What follows belongs to an exercise in optimizing a design on an open flow for small area and a short achievable clock period; a production flow would make more cautious choices. RTL that was checked went through simulation tests only; none was proved equivalent to the original. For run 2, only the layout was checked, not whether the RTL still works. Power is estimated from default activity; no workload was simulated.

==> flow/design.v (outline; a module is shown in full before it is edited, if it fits) <==
// module fa: 4 lines
// module ha: 4 lines
// module pg00: 4 lines
// module pg01: 4 lines
// module pg10: 4 lines
// module pg11: 4 lines
// module sx0: 3 lines
// module wallace_mult_top: 3423 lines
module wallace_mult_top (
	input  wire        clk,
	input  wire        sext_a,
	input  wire        sext_b,
	input  wire [31:0] a,
	input  wire [31:0] b,
	output wire [63:0] out
);
  // ...
==> flow/flow/run.sh <==
#!/bin/bash
# The standard layout (standard.sh, with the standard flow's synthesis and settings), except that
# the port buffers that global placement inserts are buf_1 cells instead of the
# default choice. make's own output goes to standard.log; each tool's log is under
# orfs/logs/.
set -euo pipefail
bash standard.sh 'BUFFER_PORTS_ARGS=-buffer_cell sky130_fd_sc_hd__buf_1' finish > standard.log 2>&1
==> flow/standard.sh <==
#!/bin/bash
# synth_recipe.tcl (not shown) runs the flow's synth.tcl, then flattens the netlist and writes it again
# the make line also repeats each setting of config.mk as NAME=value (left out here)
make -C /OpenROAD-flow-scripts/flow DESIGN_CONFIG=/design/flow/config.mk WORK_HOME=/design/flow/orfs CLKGATE_MAP_FILE= SYNTH_SCRIPT=/design/flow/synth_recipe.tcl "${@:-finish}"
==> flow/config.mk <==
export PLATFORM = sky130hd
export DESIGN_NAME = wallace_mult_top
export DESIGN_NICKNAME = wallace_mult_top
export VERILOG_FILES = /design/flow/design.v
export SDC_FILE = /design/flow/constraint.sdc
export NUM_CORES = 4
export LEC_CHECK = 0
export CAP_MARGIN = 20
export CORE_MARGIN = 2
export CORE_UTILIZATION = 55
export SETUP_SLACK_MARGIN = 4.0
export SLEW_MARGIN = 20
export SYNTH_HIERARCHICAL = 1
export SYNTH_MINIMUM_KEEP_SIZE = 0
==> flow/constraint.sdc <==
create_clock -name core_clock -period 8.5 [get_ports {clk}]
set_input_delay 1.7000 -clock core_clock [delete_from_list [all_inputs] [get_ports {clk}]]
set_output_delay 1.7000 -clock core_clock [all_outputs]
set_load 0.01 [all_outputs]
==> impl_metrics.py, run 1 <==
metrics = {
    "status": {
        "status": "no timing/DRC/antenna violations",
    },
    "cells_and_area": {
        "diodes": 0,
        "final_cell_mix": "xnor2_1, a22oi_1, fa_1",
        "num-fill-cells": 4519,
        "num-nonclk-buffers": 218,
        "finish.utilization_pct": 57.7,
    },
    "power": {
        "p_switching_mw": 7.07,
        "total_power_mw": 14.0,
        "p_int_mw": 6.96,
        "switching_share_pct": 50.4,
    },
    "setup_path": {
        "critPathArrivalTime_ns": 2.84,
        "reg2reg_from": "a_r[8]$_DFF_P_",
        "regToRegSetupSlack_ns": 4.00,
        "crit_end": "out[62]",
        "path_depth": 13,
        "cp_common_cell": "a21oi_4",
    },
    "sta": {
        "worst_pin_slew_ns": 0.833,
    },
    "clock_tree": {
        "clock_latency_ns": 0.52,
        "cts_tree": "done",
    },
    "global_route": {
        "grt_pass1_vias": 22502,
    },
    "logic_synthesis": {
        "ys_types": 51,
        "avgSynthCellArea_um2": 10.3,
        "yosys.area_share.simple_pct": 3.52,
        "synth_warnings": 7,
    },
    "die": {
        "core_area_um2": 51100,
    },
    "drt": {
        "drt-met1-wl_um": 35400,
        "met2_length_um": 39100,
    },
    "hold_path": {
        "min_to": "s0_q$_DFF_P_",
    },
    "placement": {
        "io_buffers": 130,
        "gp_congestion": 0.865,
    },
}
==> run 2: changes to the inputs <==
--- a/flow/design.v
+++ b/flow/design.v
@@ -2769,36 +2769,38 @@
 fa u_s56_472 (.a(s56_359), .b(c55_413), .c(s56_414), .s(s56_472), .co(c56_472));
 fa u_s57_473 (.a(c56_359), .b(s57_415), .c(c56_414), .s(s57_473), .co(c57_473));
 fa u_s58_474 (.a(s58_362), .b(c57_415), .c(s58_416), .s(s58_474), .co(c58_474));
 fa u_s59_475 (.a(s59_363), .b(c58_416), .c(s59_417), .s(s59_475), .co(c59_475));
 fa u_s60_476 (.a(c59_363), .b(s60_418), .c(c59_417), .s(s60_476), .co(c60_476));
 fa u_s61_477 (.a(pp15_31), .b(c60_418), .c(s61_419), .s(s61_477), .co(c61_477));
 fa u_s62_478 (.a(k62), .b(pp15_32), .c(c61_419), .s(s62_478), .co(c62_478));
 fa u_s63_479 (.a(pp16_31), .b(pp16_30), .c(pp15_33), .s(s63_479), .co(c63_479));
-wire [18:0] lo_sum = {c16_432, c15_431, c14_430, c13_429, c12_428, c11_427, c10_426, c9_425, c8_424, c7_423, c6_422, c5_421, c4_420, hc3_29, hc2_28, hs2_28, pp0_1, neg_r[0]} + {s17_433, s16_432, s15_431, s14_430, s13_429, s12_428, s11_427, s10_426, s9_425, s8_424, s7_423, s6_422, s5_421, s4_420, hs3_29, pp1_0, 1'b0, pp0_0};
+wire [16:0] lo_sum = {c14_430, c13_429, c12_428, c11_427, c10_426, c9_425, c8_424, c7_423, c6_422, c5_421, c4_420, hc3_29, hc2_28, hs2_28, pp0_1, neg_r[0]} + {s15_431, s14_430, s13_429, s12_428, s11_427, s10_426, s9_425, s8_424, s7_423, s6_422, s5_421, s4_420, hs3_29, pp1_0, 1'b0, pp0_0};
 reg s0_q;
 reg s1_q;
 reg s2_q;
 reg s3_q;
 reg s4_q;
 reg s5_q;
 reg s6_q;
 reg s7_q;
 reg s8_q;
 reg s9_q;
 reg s10_q;
 reg s11_q;
 reg s12_q;
 reg s13_q;
 reg s14_q;
 reg s15_q;
-reg s16_q;
-reg s17_q;
 reg cK_q;
+reg x16_q;
+reg y16_q;
+reg x17_q;
+reg y17_q;
 reg x18_q;
 reg y18_q;
 reg x19_q;
 reg y19_q;
 reg x20_q;
 reg y20_q;
 reg x21_q;
 reg y21_q;
@@ -2898,19 +2900,21 @@
 	s8_q <= lo_sum[8];
 	s9_q <= lo_sum[9];
 	s10_q <= lo_sum[10];
 	s11_q <= lo_sum[11];
 	s12_q <= lo_sum[12];
 	s13_q <= lo_sum[13];
 	s14_q <= lo_sum[14];
 	s15_q <= lo_sum[15];
-	s16_q <= lo_sum[16];
-	s17_q <= lo_sum[17];
-	cK_q <= lo_sum[18];
+	cK_q <= lo_sum[16];
+	x16_q <= c15_431;
+	y16_q <= s16_432;
+	x17_q <= c16_432;
+	y17_q <= s17_433;
 	x18_q <= c17_433;
 	y18_q <= s18_434;
 	x19_q <= c18_434;
 	y19_q <= s19_435;
 	x20_q <= c19_435;
 	y20_q <= s20_436;
 	x21_q <= c20_436;
 	y21_q <= s21_437;
@@ -2994,108 +2998,112 @@
 	y60_q <= s60_476;
 	x61_q <= c60_476;
 	y61_q <= s61_477;
 	x62_q <= c61_477;
 	y62_q <= s62_478;
 	x63_q <= c62_478;
 	y63_q <= s63_479;
 end
-wire hi_g0 = x18_q & y18_q;
-wire hi_p0 = x18_q ^ y18_q;
-wire hi_g1 = x19_q & y19_q;
-wire hi_p1 = x19_q ^ y19_q;
-wire hi_g2 = x20_q & y20_q;
-wire hi_p2 = x20_q ^ y20_q;
-wire hi_g3 = x21_q & y21_q;
-wire hi_p3 = x21_q ^ y21_q;
-wire hi_g4 = x22_q & y22_q;
-wire hi_p4 = x22_q ^ y22_q;
-wire hi_g5 = x23_q & y23_q;
-wire hi_p5 = x23_q ^ y23_q;
-wire hi_g6 = x24_q & y24_q;
-wire hi_p6 = x24_q ^ y24_q;
-wire hi_g7 = x25_q & y25_q;
-wire hi_p7 = x25_q ^ y25_q;
-wire hi_g8 = x26_q & y26_q;
-wire hi_p8 = x26_q ^ y26_q;
-wire hi_g9 = x27_q & y27_q;
-wire hi_p9 = x27_q ^ y27_q;
-wire hi_g10 = x28_q & y28_q;
-wire hi_p10 = x28_q ^ y28_q;
-wire hi_g11 = x29_q & y29_q;
-wire hi_p11 = x29_q ^ y29_q;
-wire hi_g12 = x30_q & y30_q;
-wire hi_p12 = x30_q ^ y30_q;
-wire hi_g13 = x31_q & y31_q;
-wire hi_p13 = x31_q ^ y31_q;
-wire hi_g14 = x32_q & y32_q;
-wire hi_p14 = x32_q ^ y32_q;
-wire hi_g15 = x33_q & y33_q;
-wire hi_p15 = x33_q ^ y33_q;
-wire hi_g16 = x34_q & y34_q;
-wire hi_p16 = x34_q ^ y34_q;
-wire hi_g17 = x35_q & y35_q;
-wire hi_p17 = x35_q ^ y35_q;
-wire hi_g18 = x36_q & y36_q;
-wire hi_p18 = x36_q ^ y36_q;
-wire hi_g19 = x37_q & y37_q;
-wire hi_p19 = x37_q ^ y37_q;
-wire hi_g20 = x38_q & y38_q;
-wire hi_p20 = x38_q ^ y38_q;
-wire hi_g21 = x39_q & y39_q;
-wire hi_p21 = x39_q ^ y39_q;
-wire hi_g22 = x40_q & y40_q;
-wire hi_p22 = x40_q ^ y40_q;
-wire hi_g23 = x41_q & y41_q;
-wire hi_p23 = x41_q ^ y41_q;
-wire hi_g24 = x42_q & y42_q;
-wire hi_p24 = x42_q ^ y42_q;
-wire hi_g25 = x43_q & y43_q;
-wire hi_p25 = x43_q ^ y43_q;
-wire hi_g26 = x44_q & y44_q;
-wire hi_p26 = x44_q ^ y44_q;
-wire hi_g27 = x45_q & y45_q;
-wire hi_p27 = x45_q ^ y45_q;
-wire hi_g28 = x46_q & y46_q;
-wire hi_p28 = x46_q ^ y46_q;
-wire hi_g29 = x47_q & y47_q;
-wire hi_p29 = x47_q ^ y47_q;
-wire hi_g30 = x48_q & y48_q;
-wire hi_p30 = x48_q ^ y48_q;
-wire hi_g31 = x49_q & y49_q;
-wire hi_p31 = x49_q ^ y49_q;
-wire hi_g32 = x50_q & y50_q;
-wire hi_p32 = x50_q ^ y50_q;
-wire hi_g33 = x51_q & y51_q;
-wire hi_p33 = x51_q ^ y51_q;
-wire hi_g34 = x52_q & y52_q;
-wire hi_p34 = x52_q ^ y52_q;
-wire hi_g35 = x53_q & y53_q;
-wire hi_p35 = x53_q ^ y53_q;
-wire hi_g36 = x54_q & y54_q;
-wire hi_p36 = x54_q ^ y54_q;
-wire hi_g37 = x55_q & y55_q;
-wire hi_p37 = x55_q ^ y55_q;
-wire hi_g38 = x56_q & y56_q;
-wire hi_p38 = x56_q ^ y56_q;
-wire hi_g39 = x57_q & y57_q;
-wire hi_p39 = x57_q ^ y57_q;
-wire hi_g40 = x58_q & y58_q;
-wire hi_p40 = x58_q ^ y58_q;
-wire hi_g41 = x59_q & y59_q;
-wire hi_p41 = x59_q ^ y59_q;
-wire hi_g42 = x60_q & y60_q;
-wire hi_p42 = x60_q ^ y60_q;
-wire hi_g43 = x61_q & y61_q;
-wire hi_p43 = x61_q ^ y61_q;
-wire hi_g44 = x62_q & y62_q;
-wire hi_p44 = x62_q ^ y62_q;
-wire hi_g45 = x63_q & y63_q;
-wire hi_p45 = x63_q ^ y63_q;
+wire hi_g0 = x16_q & y16_q;
+wire hi_p0 = x16_q ^ y16_q;
+wire hi_g1 = x17_q & y17_q;
+wire hi_p1 = x17_q ^ y17_q;
+wire hi_g2 = x18_q & y18_q;
+wire hi_p2 = x18_q ^ y18_q;
+wire hi_g3 = x19_q & y19_q;
+wire hi_p3 = x19_q ^ y19_q;
+wire hi_g4 = x20_q & y20_q;
+wire hi_p4 = x20_q ^ y20_q;
+wire hi_g5 = x21_q & y21_q;
+wire hi_p5 = x21_q ^ y21_q;
+wire hi_g6 = x22_q & y22_q;
+wire hi_p6 = x22_q ^ y22_q;
+wire hi_g7 = x23_q & y23_q;
+wire hi_p7 = x23_q ^ y23_q;
+wire hi_g8 = x24_q & y24_q;
+wire hi_p8 = x24_q ^ y24_q;
+wire hi_g9 = x25_q & y25_q;
+wire hi_p9 = x25_q ^ y25_q;
+wire hi_g10 = x26_q & y26_q;
+wire hi_p10 = x26_q ^ y26_q;
+wire hi_g11 = x27_q & y27_q;
+wire hi_p11 = x27_q ^ y27_q;
+wire hi_g12 = x28_q & y28_q;
+wire hi_p12 = x28_q ^ y28_q;
+wire hi_g13 = x29_q & y29_q;
+wire hi_p13 = x29_q ^ y29_q;
+wire hi_g14 = x30_q & y30_q;
+wire hi_p14 = x30_q ^ y30_q;
+wire hi_g15 = x31_q & y31_q;
+wire hi_p15 = x31_q ^ y31_q;
+wire hi_g16 = x32_q & y32_q;
+wire hi_p16 = x32_q ^ y32_q;
+wire hi_g17 = x33_q & y33_q;
+wire hi_p17 = x33_q ^ y33_q;
+wire hi_g18 = x34_q & y34_q;
+wire hi_p18 = x34_q ^ y34_q;
+wire hi_g19 = x35_q & y35_q;
+wire hi_p19 = x35_q ^ y35_q;
+wire hi_g20 = x36_q & y36_q;
+wire hi_p20 = x36_q ^ y36_q;
+wire hi_g21 = x37_q & y37_q;
+wire hi_p21 = x37_q ^ y37_q;
+wire hi_g22 = x38_q & y38_q;
+wire hi_p22 = x38_q ^ y38_q;
+wire hi_g23 = x39_q & y39_q;
+wire hi_p23 = x39_q ^ y39_q;
+wire hi_g24 = x40_q & y40_q;
+wire hi_p24 = x40_q ^ y40_q;
+wire hi_g25 = x41_q & y41_q;
+wire hi_p25 = x41_q ^ y41_q;
+wire hi_g26 = x42_q & y42_q;
+wire hi_p26 = x42_q ^ y42_q;
+wire hi_g27 = x43_q & y43_q;
+wire hi_p27 = x43_q ^ y43_q;
+wire hi_g28 = x44_q & y44_q;
+wire hi_p28 = x44_q ^ y44_q;
+wire hi_g29 = x45_q & y45_q;
+wire hi_p29 = x45_q ^ y45_q;
+wire hi_g30 = x46_q & y46_q;
+wire hi_p30 = x46_q ^ y46_q;
+wire hi_g31 = x47_q & y47_q;
+wire hi_p31 = x47_q ^ y47_q;
+wire hi_g32 = x48_q & y48_q;
+wire hi_p32 = x48_q ^ y48_q;
+wire hi_g33 = x49_q & y49_q;
+wire hi_p33 = x49_q ^ y49_q;
+wire hi_g34 = x50_q & y50_q;
+wire hi_p34 = x50_q ^ y50_q;
+wire hi_g35 = x51_q & y51_q;
+wire hi_p35 = x51_q ^ y51_q;
+wire hi_g36 = x52_q & y52_q;
+wire hi_p36 = x52_q ^ y52_q;
+wire hi_g37 = x53_q & y53_q;
+wire hi_p37 = x53_q ^ y53_q;
+wire hi_g38 = x54_q & y54_q;
+wire hi_p38 = x54_q ^ y54_q;
+wire hi_g39 = x55_q & y55_q;
+wire hi_p39 = x55_q ^ y55_q;
+wire hi_g40 = x56_q & y56_q;
+wire hi_p40 = x56_q ^ y56_q;
+wire hi_g41 = x57_q & y57_q;
+wire hi_p41 = x57_q ^ y57_q;
+wire hi_g42 = x58_q & y58_q;
+wire hi_p42 = x58_q ^ y58_q;
+wire hi_g43 = x59_q & y59_q;
+wire hi_p43 = x59_q ^ y59_q;
+wire hi_g44 = x60_q & y60_q;
+wire hi_p44 = x60_q ^ y60_q;
+wire hi_g45 = x61_q & y61_q;
+wire hi_p45 = x61_q ^ y61_q;
+wire hi_g46 = x62_q & y62_q;
+wire hi_p46 = x62_q ^ y62_q;
+wire hi_g47 = x63_q & y63_q;
+wire hi_p47 = x63_q ^ y63_q;
 wire hi_G1_1 = hi_g0 | (hi_p0 & cK_q);
 wire hi_G1_3, hi_P1_3;
 pg00 u_hi_G1_3 (.gi(hi_g2), .pi(hi_p2), .gj(hi_g1), .pj(hi_p1), .go(hi_G1_3), .po(hi_P1_3));
 wire hi_G1_5, hi_P1_5;
 pg00 u_hi_G1_5 (.gi(hi_g4), .pi(hi_p4), .gj(hi_g3), .pj(hi_p3), .go(hi_G1_5), .po(hi_P1_5));
 wire hi_G1_7, hi_P1_7;
 pg00 u_hi_G1_7 (.gi(hi_g6), .pi(hi_p6), .gj(hi_g5), .pj(hi_p5), .go(hi_G1_7), .po(hi_P1_7));
 wire hi_G1_9, hi_P1_9;
@@ -3131,16 +3139,18 @@
 wire hi_G1_39, hi_P1_39;
 pg00 u_hi_G1_39 (.gi(hi_g38), .pi(hi_p38), .gj(hi_g37), .pj(hi_p37), .go(hi_G1_39), .po(hi_P1_39));
 wire hi_G1_41, hi_P1_41;
 pg00 u_hi_G1_41 (.gi(hi_g40), .pi(hi_p40), .gj(hi_g39), .pj(hi_p39), .go(hi_G1_41), .po(hi_P1_41));
 wire hi_G1_43, hi_P1_43;
 pg00 u_hi_G1_43 (.gi(hi_g42), .pi(hi_p42), .gj(hi_g41), .pj(hi_p41), .go(hi_G1_43), .po(hi_P1_43));
 wire hi_G1_45, hi_P1_45;
 pg00 u_hi_G1_45 (.gi(hi_g44), .pi(hi_p44), .gj(hi_g43), .pj(hi_p43), .go(hi_G1_45), .po(hi_P1_45));
+wire hi_G1_47, hi_P1_47;
+pg00 u_hi_G1_47 (.gi(hi_g46), .pi(hi_p46), .gj(hi_g45), .pj(hi_p45), .go(hi_G1_47), .po(hi_P1_47));
 wire hi_G2_2 = hi_g1 | (hi_p1 & hi_G1_1);
 wire hi_G2_3 = ~hi_G1_3 | (~hi_P1_3 & hi_G1_1);
 wire hi_G2_6, hi_P2_6;
 pg01 u_hi_G2_6 (.gi(hi_g5), .pi(hi_p5), .gj(hi_G1_5), .pj(hi_P1_5), .go(hi_G2_6), .po(hi_P2_6));
 wire hi_G2_7, hi_P2_7;
 pg11 u_hi_G2_7 (.gi(hi_G1_7), .pi(hi_P1_7), .gj(hi_G1_5), .pj(hi_P1_5), .go(hi_G2_7), .po(hi_P2_7));
 wire hi_G2_10, hi_P2_10;
 pg01 u_hi_G2_10 (.gi(hi_g9), .pi(hi_p9), .gj(hi_G1_9), .pj(hi_P1_9), .go(hi_G2_10), .po(hi_P2_10));
@@ -3175,16 +3185,18 @@
 wire hi_G2_39, hi_P2_39;
 pg11 u_hi_G2_39 (.gi(hi_G1_39), .pi(hi_P1_39), .gj(hi_G1_37), .pj(hi_P1_37), .go(hi_G2_39), .po(hi_P2_39));
 wire hi_G2_42, hi_P2_42;
 pg01 u_hi_G2_42 (.gi(hi_g41), .pi(hi_p41), .gj(hi_G1_41), .pj(hi_P1_41), .go(hi_G2_42), .po(hi_P2_42));
 wire hi_G2_43, hi_P2_43;
 pg11 u_hi_G2_43 (.gi(hi_G1_43), .pi(hi_P1_43), .gj(hi_G1_41), .pj(hi_P1_41), .go(hi_G2_43), .po(hi_P2_43));
 wire hi_G2_46, hi_P2_46;
 pg01 u_hi_G2_46 (.gi(hi_g45), .pi(hi_p45), .gj(hi_G1_45), .pj(hi_P1_45), .go(hi_G2_46), .po(hi_P2_46));
+wire hi_G2_47, hi_P2_47;
+pg11 u_hi_G2_47 (.gi(hi_G1_47), .pi(hi_P1_47), .gj(hi_G1_45), .pj(hi_P1_45), .go(hi_G2_47), .po(hi_P2_47));
 wire hi_G3_4 = hi_g3 | (hi_p3 & hi_G2_3);
 wire hi_G3_5 = ~hi_G1_5 | (~hi_P1_5 & hi_G2_3);
 wire hi_G3_6 = ~hi_G2_6 | (~hi_P2_6 & hi_G2_3);
 wire hi_G3_7 = hi_G2_7 | (hi_P2_7 & hi_G2_3);
 wire hi_G3_12, hi_P3_12;
 pg00 u_hi_G3_12 (.gi(hi_g11), .pi(hi_p11), .gj(hi_G2_11), .pj(hi_P2_11), .go(hi_G3_12), .po(hi_P3_12));
 wire hi_G3_13, hi_P3_13;
 pg10 u_hi_G3_13 (.gi(hi_G1_13), .pi(hi_P1_13), .gj(hi_G2_11), .pj(hi_P2_11), .go(hi_G3_13), .po(hi_P3_13));
@@ -3217,16 +3229,18 @@
 wire hi_G3_39, hi_P3_39;
 pg00 u_hi_G3_39 (.gi(hi_G2_39), .pi(hi_P2_39), .gj(hi_G2_35), .pj(hi_P2_35), .go(hi_G3_39), .po(hi_P3_39));
 wire hi_G3_44, hi_P3_44;
 pg00 u_hi_G3_44 (.gi(hi_g43), .pi(hi_p43), .gj(hi_G2_43), .pj(hi_P2_43), .go(hi_G3_44), .po(hi_P3_44));
 wire hi_G3_45, hi_P3_45;
 pg10 u_hi_G3_45 (.gi(hi_G1_45), .pi(hi_P1_45), .gj(hi_G2_43), .pj(hi_P2_43), .go(hi_G3_45), .po(hi_P3_45));
 wire hi_G3_46, hi_P3_46;
 pg10 u_hi_G3_46 (.gi(hi_G2_46), .pi(hi_P2_46), .gj(hi_G2_43), .pj(hi_P2_43), .go(hi_G3_46), .po(hi_P3_46));
+wire hi_G3_47, hi_P3_47;
+pg00 u_hi_G3_47 (.gi(hi_G2_47), .pi(hi_P2_47), .gj(hi_G2_43), .pj(hi_P2_43), .go(hi_G3_47), .po(hi_P3_47));
 wire hi_G4_8 = hi_g7 | (hi_p7 & hi_G3_7);
 wire hi_G4_9 = ~hi_G1_9 | (~hi_P1_9 & hi_G3_7);
 wire hi_G4_10 = ~hi_G2_10 | (~hi_P2_10 & hi_G3_7);
 wire hi_G4_11 = hi_G2_11 | (hi_P2_11 & hi_G3_7);
 wire hi_G4_12 = ~hi_G3_12 | (~hi_P3_12 & hi_G3_7);
 wire hi_G4_13 = hi_G3_13 | (hi_P3_13 & hi_G3_7);
 wire hi_G4_14 = hi_G3_14 | (hi_P3_14 & hi_G3_7);
 wire hi_G4_15 = ~hi_G3_15 | (~hi_P3_15 & hi_G3_7);
@@ -3255,47 +3269,53 @@
 wire hi_G4_43, hi_P4_43;
 pg01 u_hi_G4_43 (.gi(hi_G2_43), .pi(hi_P2_43), .gj(hi_G3_39), .pj(hi_P3_39), .go(hi_G4_43), .po(hi_P4_43));
 wire hi_G4_44, hi_P4_44;
 pg11 u_hi_G4_44 (.gi(hi_G3_44), .pi(hi_P3_44), .gj(hi_G3_39), .pj(hi_P3_39), .go(hi_G4_44), .po(hi_P4_44));
 wire hi_G4_45, hi_P4_45;
 pg01 u_hi_G4_45 (.gi(hi_G3_45), .pi(hi_P3_45), .gj(hi_G3_39), .pj(hi_P3_39), .go(hi_G4_45), .po(hi_P4_45));
 wire hi_G4_46, hi_P4_46;
 pg01 u_hi_G4_46 (.gi(hi_G3_46), .pi(hi_P3_46), .gj(hi_G3_39), .pj(hi_P3_39), .go(hi_G4_46), .po(hi_P4_46));
+wire hi_G4_47, hi_P4_47;
+pg11 u_hi_G4_47 (.gi(hi_G3_47), .pi(hi_P3_47), .gj(hi_G3_39), .pj(hi_P3_39), .go(hi_G4_47), .po(hi_P4_47));
 wire hi_G5_16 = hi_g15 | (hi_p15 & hi_G4_15);
 wire hi_G5_17 = ~hi_G1_17 | (~hi_P1_17 & hi_G4_15);
 wire hi_G5_18 = ~hi_G2_18 | (~hi_P2_18 & hi_G4_15);
 wire hi_G5_19 = hi_G2_19 | (hi_P2_19 & hi_G4_15);
 wire hi_G5_20 = ~hi_G3_20 | (~hi_P3_20 & hi_G4_15);
 wire hi_G5_21 = hi_G3_21 | (hi_P3_21 & hi_G4_15);
 wire hi_G5_22 = hi_G3_22 | (hi_P3_22 & hi_G4_15);
 wire hi_G5_23 = ~hi_G3_23 | (~hi_P3_23 & hi_G4_15);
 wire hi_G5_24 = ~hi_G4_24 | (~hi_P4_24 & hi_G4_15);
 wire hi_G5_25 = hi_G4_25 | (hi_P4_25 & hi_G4_15);
 wire hi_G5_26 = hi_G4_26 | (hi_P4_26 & hi_G4_15);
 wire hi_G5_27 = ~hi_G4_27 | (~hi_P4_27 & hi_G4_15);
 wire hi_G5_28 = hi_G4_28 | (hi_P4_28 & hi_G4_15);
 wire hi_G5_29 = ~hi_G4_29 | (~hi_P4_29 & hi_G4_15);
 wire hi_G5_30 = ~hi_G4_30 | (~hi_P4_30 & hi_G4_15);
 wire hi_G5_31 = hi_G4_31 | (hi_P4_31 & hi_G4_15);
+wire hi_G5_48, hi_P5_48;
+pg00 u_hi_G5_48 (.gi(hi_g47), .pi(hi_p47), .gj(hi_G4_47), .pj(hi_P4_47), .go(hi_G5_48), .po(hi_P5_48));
 wire hi_G6_32 = hi_g31 | (hi_p31 & hi_G5_31);
 wire hi_G6_33 = ~hi_G1_33 | (~hi_P1_33 & hi_G5_31);
 wire hi_G6_34 = ~hi_G2_34 | (~hi_P2_34 & hi_G5_31);
 wire hi_G6_35 = hi_G2_35 | (hi_P2_35 & hi_G5_31);
 wire hi_G6_36 = ~hi_G3_36 | (~hi_P3_36 & hi_G5_31);
 wire hi_G6_37 = hi_G3_37 | (hi_P3_37 & hi_G5_31);
 wire hi_G6_38 = hi_G3_38 | (hi_P3_38 & hi_G5_31);
 wire hi_G6_39 = ~hi_G3_39 | (~hi_P3_39 & hi_G5_31);
 wire hi_G6_40 = ~hi_G4_40 | (~hi_P4_40 & hi_G5_31);
 wire hi_G6_41 = hi_G4_41 | (hi_P4_41 & hi_G5_31);
 wire hi_G6_42 = hi_G4_42 | (hi_P4_42 & hi_G5_31);
 wire hi_G6_43 = ~hi_G4_43 | (~hi_P4_43 & hi_G5_31);
 wire hi_G6_44 = hi_G4_44 | (hi_P4_44 & hi_G5_31);
 wire hi_G6_45 = ~hi_G4_45 | (~hi_P4_45 & hi_G5_31);
 wire hi_G6_46 = ~hi_G4_46 | (~hi_P4_46 & hi_G5_31);
+wire hi_G6_47 = hi_G4_47 | (hi_P4_47 & hi_G5_31);
+wire hi_G6_48 = ~hi_G5_48 | (~hi_P5_48 & hi_G5_31);
 wire hi_s0;
 sx0 u_hi_s0 (.p(hi_p0), .g(cK_q), .s(hi_s0));
 wire hi_s1;
 sx0 u_hi_s1 (.p(hi_p1), .g(hi_G1_1), .s(hi_s1));
 wire hi_s2;
 sx0 u_hi_s2 (.p(hi_p2), .g(hi_G2_2), .s(hi_s2));
 wire hi_s3;
 sx0 u_hi_s3 (.p(hi_p3), .g(hi_G2_3), .s(hi_s3));
@@ -3378,73 +3398,77 @@
 wire hi_s42;
 sx0 u_hi_s42 (.p(hi_p42), .g(hi_G6_42), .s(hi_s42));
 wire hi_s43;
 sx0 u_hi_s43 (.p(hi_p43), .g(hi_G6_43), .s(hi_s43));
 wire hi_s44;
 sx0 u_hi_s44 (.p(hi_p44), .g(hi_G6_44), .s(hi_s44));
 wire hi_s45;
 sx0 u_hi_s45 (.p(hi_p45), .g(hi_G6_45), .s(hi_s45));
+wire hi_s46;
+sx0 u_hi_s46 (.p(hi_p46), .g(hi_G6_46), .s(hi_s46));
+wire hi_s47;
+sx0 u_hi_s47 (.p(hi_p47), .g(hi_G6_47), .s(hi_s47));
 assign out[0] = s0_q;
 assign out[1] = s1_q;
 assign out[2] = s2_q;
 assign out[3] = s3_q;
 assign out[4] = s4_q;
 assign out[5] = s5_q;
 assign out[6] = s6_q;
 assign out[7] = s7_q;
 assign out[8] = s8_q;
 assign out[9] = s9_q;
 assign out[10] = s10_q;
 assign out[11] = s11_q;
 assign out[12] = s12_q;
 assign out[13] = s13_q;
 assign out[14] = s14_q;
 assign out[15] = s15_q;
-assign out[16] = s16_q;
-assign out[17] = s17_q;
-assign out[18] = hi_s0;
-assign out[19] = hi_s1;
-assign out[20] = hi_s2;
-assign out[21] = hi_s3;
-assign out[22] = hi_s4;
-assign out[23] = hi_s5;
-assign out[24] = hi_s6;
-assign out[25] = hi_s7;
-assign out[26] = hi_s8;
-assign out[27] = hi_s9;
-assign out[28] = hi_s10;
-assign out[29] = hi_s11;
-assign out[30] = hi_s12;
-assign out[31] = hi_s13;
-assign out[32] = hi_s14;
-assign out[33] = hi_s15;
-assign out[34] = hi_s16;
-assign out[35] = hi_s17;
-assign out[36] = hi_s18;
-assign out[37] = hi_s19;
-assign out[38] = hi_s20;
-assign out[39] = hi_s21;
-assign out[40] = hi_s22;
-assign out[41] = hi_s23;
-assign out[42] = hi_s24;
-assign out[43] = hi_s25;
-assign out[44] = hi_s26;
-assign out[45] = hi_s27;
-assign out[46] = hi_s28;
-assign out[47] = hi_s29;
-assign out[48] = hi_s30;
-assign out[49] = hi_s31;
-assign out[50] = hi_s32;
-assign out[51] = hi_s33;
-assign out[52] = hi_s34;
-assign out[53] = hi_s35;
-assign out[54] = hi_s36;
-assign out[55] = hi_s37;
-assign out[56] = hi_s38;
-assign out[57] = hi_s39;
-assign out[58] = hi_s40;
-assign out[59] = hi_s41;
-assign out[60] = hi_s42;
-assign out[61] = hi_s43;
-assign out[62] = hi_s44;
-assign out[63] = hi_s45;
+assign out[16] = hi_s0;
+assign out[17] = hi_s1;
+assign out[18] = hi_s2;
+assign out[19] = hi_s3;
+assign out[20] = hi_s4;
+assign out[21] = hi_s5;
+assign out[22] = hi_s6;
+assign out[23] = hi_s7;
+assign out[24] = hi_s8;
+assign out[25] = hi_s9;
+assign out[26] = hi_s10;
+assign out[27] = hi_s11;
+assign out[28] = hi_s12;
+assign out[29] = hi_s13;
+assign out[30] = hi_s14;
+assign out[31] = hi_s15;
+assign out[32] = hi_s16;
+assign out[33] = hi_s17;
+assign out[34] = hi_s18;
+assign out[35] = hi_s19;
+assign out[36] = hi_s20;
+assign out[37] = hi_s21;
+assign out[38] = hi_s22;
+assign out[39] = hi_s23;
+assign out[40] = hi_s24;
+assign out[41] = hi_s25;
+assign out[42] = hi_s26;
+assign out[43] = hi_s27;
+assign out[44] = hi_s28;
+assign out[45] = hi_s29;
+assign out[46] = hi_s30;
+assign out[47] = hi_s31;
+assign out[48] = hi_s32;
+assign out[49] = hi_s33;
+assign out[50] = hi_s34;
+assign out[51] = hi_s35;
+assign out[52] = hi_s36;
+assign out[53] = hi_s37;
+assign out[54] = hi_s38;
+assign out[55] = hi_s39;
+assign out[56] = hi_s40;
+assign out[57] = hi_s41;
+assign out[58] = hi_s42;
+assign out[59] = hi_s43;
+assign out[60] = hi_s44;
+assign out[61] = hi_s45;
+assign out[62] = hi_s46;
+assign out[63] = hi_s47;
 endmodule
==> flow/config.mk (replaced) <==
export PLATFORM = sky130hd
export DESIGN_NAME = wallace_mult_top
export DESIGN_NICKNAME = wallace_mult_top
export VERILOG_FILES = /design/flow/design.v
export SDC_FILE = /design/flow/constraint.sdc
export NUM_CORES = 4
export LEC_CHECK = 0
export CAP_MARGIN = 20
export CORE_MARGIN = 2
export CORE_UTILIZATION = 60
export SETUP_SLACK_MARGIN = 4.0
export SLEW_MARGIN = 20
export SYNTH_HIERARCHICAL = 1
export SYNTH_MINIMUM_KEEP_SIZE = 0
==> run 2 against run 1 <==
  * First-iteration DRC count increased by 6.7%
  * Area after synthesis increased by 0.53%
  * Sequential power increased by 11%
==> impl_metrics.py, run 2 <==
metrics = {
    "clock_tree": {
        "cts_tree": "done",
        "clk_pin_slew_ns": 0.08,
        "clockBufferDepth": 2,
        "htree_levels": 4,
        "cts_sinks": 195,
        "cts_root_buf": "clkbuf_16",
        "cts_buffers": 17,
        "clock_latency_ns": 0.52,
    },
    "logic_synthesis": {
        "ys_seq_area_share_pct": 13.7,
        "netlist_top_cells_count": "xnor2_1, a22oi_1, fa_1",
        "synth_most_common_cell": "xnor2_1",
        "ys_types": 49,
        "synth_warnings": 7,
        "avgSynthCellArea_um2": 10.3,
        "synth_nets": 3404,
        "synth.area.top_cells": "fa_1, xnor2_1, dfxtp_1",
        "synth_area_um2": 28400,
        "synthCells": 2764,
        "yosys_most_used_dff": "dfxtp_1",
        "ys_ff_latch": 195,
        "synthArstFlopShare_pct": 0,
        "synth-edff-count": 0,
        "synth_top_area_share_pct": 33.8,
        "yosysTopAreaCell": "fa_1",
    },
    "drt": {
        "drt-pass1-iter-count": 19,
        "via_per_inst": 6.86,
        "post-route-drc-count": 0,
        "wl_per_cell_um": 28.6,
        "vias": 22114,
        "drtAntennaViolNets": 0,
        "first_iter_violations": 2413,
        "wl_um": 92200,
    },
    "power": {
        "p_int_mw": 7.15,
        "seqPwrFrac_pct": 12.3,
        "ir_drop_v": 0.000391,
        "total_power_mw": 14.4,
        "switching_share_pct": 50.4,
        "p_leak_nw": 10.7,
        "power_frac_clock_pct": 6.3,
        "comb_power_share_pct": 81.4,
        "powerDensity_nw_per_um2": 481,
        "p_switching_mw": 7.27,
    },
    "sta": {
        "skew_ns": 0.0190,
        "setup_viol": 0,
        "hold_slack_ns": 0.730,
        "worst_pin_slew_ns": 1.09,
        "period_minus_slack_ns": 4.48,
        "report.final.slew_viol_count": 0,
        "period_share_pct": 52.7,
        "maxSlewHeadroom_pct": 27.3,
        "max_freq_ghz": 0.223,
        "grt_setup_unrepaired": "yes",
        "finalSetupTns_ns": 0,
        "hold_viol_final": 0,
    },
    "hold_path": {
        "hold_depth": 2,
        "hp-class": "register to register",
        "min_to": "x63_q$_DFF_P_",
        "min_from": "a_r[30]$_DFF_P_",
    },
    "die": {
        "dieHeight_um": 222,
        "start_util_pct": 61.0,
        "rows": 79,
        "dieArea_um2": 49200,
        "core_area_um2": 46700,
        "dieWidth_um": 222,
        "ios": 131,
    },
    "setup_path": {
        "rr_worst_depth": 8,
        "worstSetupStartpoint": "one_r[6]$_DFF_P_",
        "path_class": "register to register",
        "worst_ep_required_time_ns": 8.89,
        "path_max_fanout": 34,
        "startpoint_type": "register",
        "critPathArrivalTime_ns": 4.87,
        "r2r_end": "y35_q$_DFF_P_",
        "reg2reg_from": "one_r[6]$_DFF_P_",
        "endpoint_kind": "register",
        "regToRegSetupSlack_ns": 4.02,
    },
    "cells_and_area": {
        "final_cell_mix": "xnor2_1, a22oi_1, fa_1",
        "nets": 3242,
        "largest_reg_flops": 32,
        "area_growth_pct": 5.37,
        "top_register": "a_r",
        "drive_gt1_share_pct": 12.3,
        "finalNonFillerCells": 3222,
        "finish.utilization_pct": 64.2,
        "mostFrequentLayoutCell": "xnor2_1",
        "diodes": 0,
        "num-fill-cells": 3807,
    },
    "status": {
        "status": "no timing/DRC/antenna violations",
    },
    "placement": {
        "placed_cells": 3164,
        "io_buffers": 130,
        "gp_congestion": 0.867,
        "dp_hpwl_um": 56100,
    },
    "global_route": {
        "antenna_found_initial": 3,
        "track_usage_pct": 37.6,
        "grt_pass1_wl_um": 140000,
        "grt.overflow.total": 0,
        "grt_max_degree": 38,
        "grt_pass1_vias": 23739,
    },
    "job": {
        "drv_cap": 0,
    },
}
## run 2: changes by cell type after synthesis, sizes merged, moves of 5 or more
cell / change
a21oi: +7
o21ai: +5
nand2b: +8
nor2: -5
nand2: +9
o221ai: +8
a21o: -10
## run 2: kinds of logic (layout without fill, tap and decap cells)
kind of cell | count (synthesis) | in the layout | share of synthesized area [%]
buffers and inverters | 449 | 298 | 7.07
muxes | 2 | 2 | 0.0704
xor gates and xnor gates | 620 | 620 | 19.1
and+or+nand+nor | 205 | 205 | 3.67
AOI/OAI and AO/OA | 720 | 722 | 18.5
DFF | 195 | 195 | 13.7
adders and majority gates | 573 | 573 | 37.9
## run 2: worst max path at each step
stage               endpoint  cells after the start
4_1_cts              out[60]                     11
5_1_grt              out[50]                     11
3_3_place_gp         out[47]                     10
6_report       y35_q$_DFF_P_                      8
2_1_floorplan  s15_q$_DFF_P_                     13
3_5_place_dp         out[47]                     10
## run 2: metal layers
layer / vias to the layer above / wire [µm] / GRT usage, %
li1: 8960 / - / -
met3: 358 / 11900 / 11.8
met4: 2 / 4590 / 19.4
met1: 11140 / 34800 / 48.7
met2: 1654 / 40800 / 56.8
met5: - / 13 / 0.196
## run 2: power groups by stage
stage	clock [mW]	combinational, mW	sequential [mW]
6_report	0.910	11.7	1.77
5_1_grt	0.963	13.0	1.79
4_1_cts	0.938	11.3	1.70
3_5_place_dp	0	10.8	1.72
3_3_place_gp	0	10.5	1.71
2_1_floorplan	0	8.41	1.56
## run 2: stage by stage
| step | instance area, µm² | setup WS, ns |
|---|---|---|
| finish | 30000 | 4.02 |
| global route | 30000 | 3.92 |
| CTS | 29300 | 4.00 |
| detailed placement | 28400 | 3.88 |
| global placement | 28400 | 3.93 |
| floorplan | 28400 | 4.44 |
## run 2: Yosys stat by module, one instance, submodules excluded
module | flops+latches | cell area [µm²] | cells
fa | 0 | 20.0 | 1
pg10 | 0 | 15.0 | 3
sx0 | 0 | 8.76 | 1
pg00 | 0 | 12.5 | 2
pg01 | 0 | 18.8 | 3
ha | 0 | 12.5 | 1
wallace_mult_top | 195 | 16900 | 2015
pg11 | 0 | 8.76 | 2
## run 2: cell type report
class / instances / area (µm²) / area share (%)
Multi-Input combinational cell: 2122 / 23100 / 77.1
Sequential cell: 195 / 4020 / 13.4
Timing Repair Buffer: 211 / 1190 / 3.97
Tap cell: 607 / 759 / 2.53
Clock buffer: 17 / 425 / 1.42
Clock inverter: 15 / 245 / 0.818
Inverter: 55 / 218 / 0.727
## run 2: worst max-delay path: stages, from the launching register on
cell and delay, ns:
dfxtp_2 0.94, a22oi_1 0.23, xnor2_1 0.21, fa_1 0.51, fa_1 0.52, fa_1 0.52
fa_1 0.46, fa_1 0.52, fa_1 0.41
## run 2: repair_timing
action | 4_1_cts | 5_1_grt
buffers inserted | 10 | 12
endpoints found under the hold margin | 0 | 0
gates resized for setup | 50 | 108
endpoints found under the setup margin | 34 | 45
cloned | 2 | 2
pin swaps | 9 | 26
hold buffers | 0 | 0

## re-timing with driven ports
No port has a modelled driver above. Below, the same layouts with a new extraction and two added sets of constraints. Step 1, drivers: a clkbuf_16 drives clk and a buf_2 each remaining input, both assumed. Step 2 moves the port delays by t, midway between the first and last clock arrival at a register: inputs arrive t later, outputs are due t later. That takes back most of the time a late clock gives input paths. Three values: no drivers, after step 1, after step 2; two values: the first two.
| run | t, ns | setup slack, ns | hold WS [ns] | latest minus earliest clock arrival (ns) | worst data-port slew with drivers (ns) |
|---|---|---|---|---|---|
| run 1 | 0.577 | 3.963 / 3.899 / 3.996 | 0.796 / 0.796 / 0.796 | 0.021 / 0.021 | 0.07 |
| run 2 | 0.581 | 4.019 / 3.978 / 4.019 | 0.730 / 0.730 / 0.730 | 0.020 / 0.019 | 0.05 |
After both steps setup and hold are still met in every run listed.
